Context: an optimization exercise on an open-source flow, tuned for small area. The choices shown serve that exercise and are no tape-out recipe. Only simulation tests tie the RTL to the original design; equivalence was not proved. The flow treats the clock pin as an ideal source. Dropping or thinning the clock tree relies on that and would not hold on a real chip. No activity file was given, so power comes from the tool's default toggle rates.

==> flow/design.v <==
module pwm_microcontroller(
    input  clk,
    input  rst,
    input  RX,
    output TX,
    output pwm0,
    output pwm1
);
    reg s1n, s2n;
    always @(posedge clk) begin
        s1n <= ~(rst | RX);
        s2n <= ~rst & s1n;
    end
    wire s2 = ~s2n;
    reg  [1:0] st;
    reg  [6:0] bd;
    reg  [8:0] sr;
    wire idle     = ~(st[1] ^ st[0]);
    wire start    = ~st[1] & st[0];
    wire act      = st[1] & ~st[0];
    wire rx_valid = st[1] & st[0];
    wire term     = bd[0] & bd[1] & bd[2] & bd[5] & bd[6];    
    wire stopb    = sr[0];
    always @(posedge clk) begin
        bd <= idle ? 7'b0000010 : (term ? 7'b0001010 : {bd[5:0], ~(bd[3] ^ bd[6])});
        if (start | (act & term & ~stopb))
            sr <= {act ? s2 : term, sr[8:1]};
        if (rst)
            st <= 2'b00;
        else if (idle)
            st <= {1'b0, ~s2};
        else if (term) begin
            if (start) st <= {~s2, 1'b0};
            else if (stopb) st <= {s2, s2};
        end
    end
    wire [7:0] rd = sr[8:1];
    reg       waiting, which, sel;
    reg [7:0] dn0, dn1;       
    wire is_ff  = &rd;
    wire is_cmd = (rd[7:2] == 6'd0) & (rd[1] ^ rd[0]);
    wire ack    = rx_valid & (waiting | is_ff);
    wire ld0    = rst | (rx_valid & (waiting ? ~which : is_ff));
    wire ld1    = rst | (rx_valid & (waiting ?  which : is_ff));
    wire [7:0] dnval = ~(rd & {8{waiting & ~rst}});
    always @(posedge clk) begin
        if (rx_valid & ~waiting) which <= rd[1];
        if (ack) sel <= waiting;    
        if (ld0) dn0 <= dnval;
        if (ld1) dn1 <= dnval;
        if (rst)
            waiting <= 1'b0;
        else if (rx_valid)
            waiting <= ~waiting & is_cmd;
    end
    reg [3:0] c;
    reg [6:0] tb;
    reg       txr;
    assign TX = txr;
    wire tidle = ~c[3] & ~c[2];             
    wire last  = &c;                        
    wire tterm = tb[0] & tb[1] & tb[3] & tb[4] & tb[6];    
    wire emit  = ~tidle & tterm;
    wire go    = ack & (tidle | (last & tterm));
    wire bitv  = (~c[3] & ~c[1]) ? 1'b0 : (c[3] & c[2] & c[1]) ? 1'b1 : (c[0] ^ sel);
    always @(posedge clk) begin
        if (rst)
            c <= 4'd0;
        else if (go)
            c <= 4'd5;
        else if (emit)
            c <= c + 4'd1;
        if (rst)
            txr <= 1'b1;
        else if (emit)
            txr <= bitv;
        tb <= go ? 7'b1101101 : (tterm ? 7'b1000101 : {tb[5:0], ~(tb[3] ^ tb[6])});
    end
    reg [7:0] k;
    reg [5:0] r;
    wire rterm = ~r[1] & ~r[2] & ~r[3] & ~r[5];    
    always @(posedge clk) begin
        if (rst) begin
            k <= 8'd0;
            r <= 6'b111110;
        end else if (rterm) begin
            k <= k + 8'd1;
            r <= (&k[2:0]) ? 6'b111110 : 6'b111111;
        end else begin
            r <= {r[4:0], (r[0] ^ r[5])};
        end
    end
    function le8(input [7:0] dn, input [7:0] q);
        integer i;
        begin
            le8 = 1'b1;
            for (i = 0; i < 8; i = i + 1)
                le8 = (q[i] & dn[i]) | ((q[i] | dn[i]) & le8);
        end
    endfunction
    assign pwm0 = le8(dn0, k);
    assign pwm1 = le8(dn1, k);
endmodule
export LEC_CHECK = 0
export CAP_MARGIN = 20
export CORE_MARGIN = 2
export CORE_UTILIZATION = 70
export PLACE_DENSITY = 0.8
export SLEW_MARGIN = 20
create_clock -name core_clock -period 10.0 [get_ports {clk}]
standard.sh (not shown) runs the stock make flow with config.mk's settings and CLKGATE_MAP_FILE= SYNTH_SCRIPT=/design/flow/synth_recipe.tcl, a recipe that flattens the netlist after the stock synthesis.
==> flow/flow/run.sh <==
#!/bin/bash
# Own layout flow: the standard synthesis, then the combinational logic
# re-mapped by ABC for area (registers untouched; several ABC scripts are run
# and the smallest netlist is kept), then the standard ORFS layout with small
# port buffers and a one-level clock tree of four buffers (cts_hook.tcl).
set -euo pipefail
here=$(pwd)
R=$here/orfs/results/$FLOW_PLATFORM/pwm_microcontroller/base
YOSYS=${YOSYS_EXE:-$FLOW_HOME/../tools/install/yosys/bin/yosys}
LIB=$FLOW_HOME/platforms/$FLOW_PLATFORM/lib/sky130_fd_sc_hd__tt_025C_1v80.lib

export BUFFER_PORTS_ARGS="-buffer_cell sky130_fd_sc_hd__buf_1"
export PRE_CTS_TCL=$here/flow/cts_hook.tcl
export MY_CTS_GROUPS=4
export MY_CTS_BUF=sky130_fd_sc_hd__buf_6

bash standard.sh synth > $here/standard_synth.log 2>&1
cp $R/1_2_yosys.v $here/1_2_yosys_standard.v

# re-map with each ABC script, four at a time
mkdir -p $here/reabc
for s in $here/flow/abc/*.abc; do
  n=$(basename $s .abc)
  LIB=$LIB NETLIST_IN=$here/1_2_yosys_standard.v NETLIST_OUT=$here/reabc/$n.v \
  ABC_DIR=$here/flow/abc ABC_GLOB=$n.abc STAT_DIR=$here/reabc FLOW_TOP=$FLOW_TOP \
    timeout 900 $YOSYS -c $here/flow/reabc.tcl > $here/reabc/$n.log 2>&1 &
  while [ $(jobs -rp | wc -l) -ge 4 ]; do sleep 1; done
done
wait
best=""; best_area=""
for s in $here/flow/abc/*.abc; do
  n=$(basename $s .abc)
  a=$(grep "best ABC script" $here/reabc/$n.log | sed 's/.*(\(.*\))/\1/' || true)
  [ -n "$a" ] && [ -f $here/reabc/$n.v ] || continue
  echo "$n $a" >> $here/reabc/areas.txt
  if [ -z "$best" ] || awk "BEGIN{exit !($a < $best_area)}"; then best=$n; best_area=$a; fi
done
echo "best: $best $best_area" >> $here/reabc/areas.txt
cp $here/reabc/$best.v $R/1_2_yosys.v
rm -f $R/1_synth.odb $R/1_synth.sdc

bash standard.sh finish > $here/standard_finish.log 2>&1
Other scripts of this flow, unchanged in this note and not shown: flow/flow/abc/n0.abc, flow/flow/abc/n1.abc, flow/flow/abc/n2.abc, flow/flow/abc/n3.abc, flow/flow/abc/s1.abc, flow/flow/abc/s12.abc, flow/flow/abc/s2.abc, flow/flow/abc/s5.abc, flow/flow/abc/s7.abc, flow/flow/abc/s8.abc, flow/flow/abc/s9.abc, flow/flow/cts_hook.tcl, flow/flow/cts_tree.tcl, flow/flow/reabc.tcl
The baseline ran to the end with no violations.
Then changed:
GPL_TIMING_DRIVEN = 0   (was unset)
Sequential power hardly moves.
Wire length shrinks by 0.53%.
Fmax shrinks by 4.9%.
In every run of this note, the design's own scripts or RTL, not TritonCTS, make the clock network.

what the ideal ports hide:
The flow's constraints put no driver on any port. The routed layouts listed below were extracted and timed again, unchanged, in two steps. Step 1 sets driving cells, clkbuf_16 on the clock port and buf_2 on the other inputs (assumed; they add their load-dependent delay and slew). Step 2 also shifts input and output timing later by t, the mid clock arrival at the registers, as if the neighbouring blocks saw the same clock. a / b / c = no drivers / after step 1 / after step 2; a / b = the first two.
| run | t, ns | setup WS [ns] | hold slack, ns | latest minus earliest clock arrival (ns) | cell pins on the clock port's net |
|---|---|---|---|---|---|
| the first run | 0.182 | 6.180 / 6.123 / 6.305 | 0.425 / 0.425 / 0.425 | 0.013 / 0.013 | 4 |
| the second run | 0.182 | 5.984 / 6.012 / 5.830 | 0.416 / 0.416 / 0.416 | 0.009 / 0.009 | 4 |
After both steps setup and hold are still met in every run listed. For the second run, which loses most, drivers alone change the setup slack by +0.028 ns; drivers and shift together by -0.154 ns.
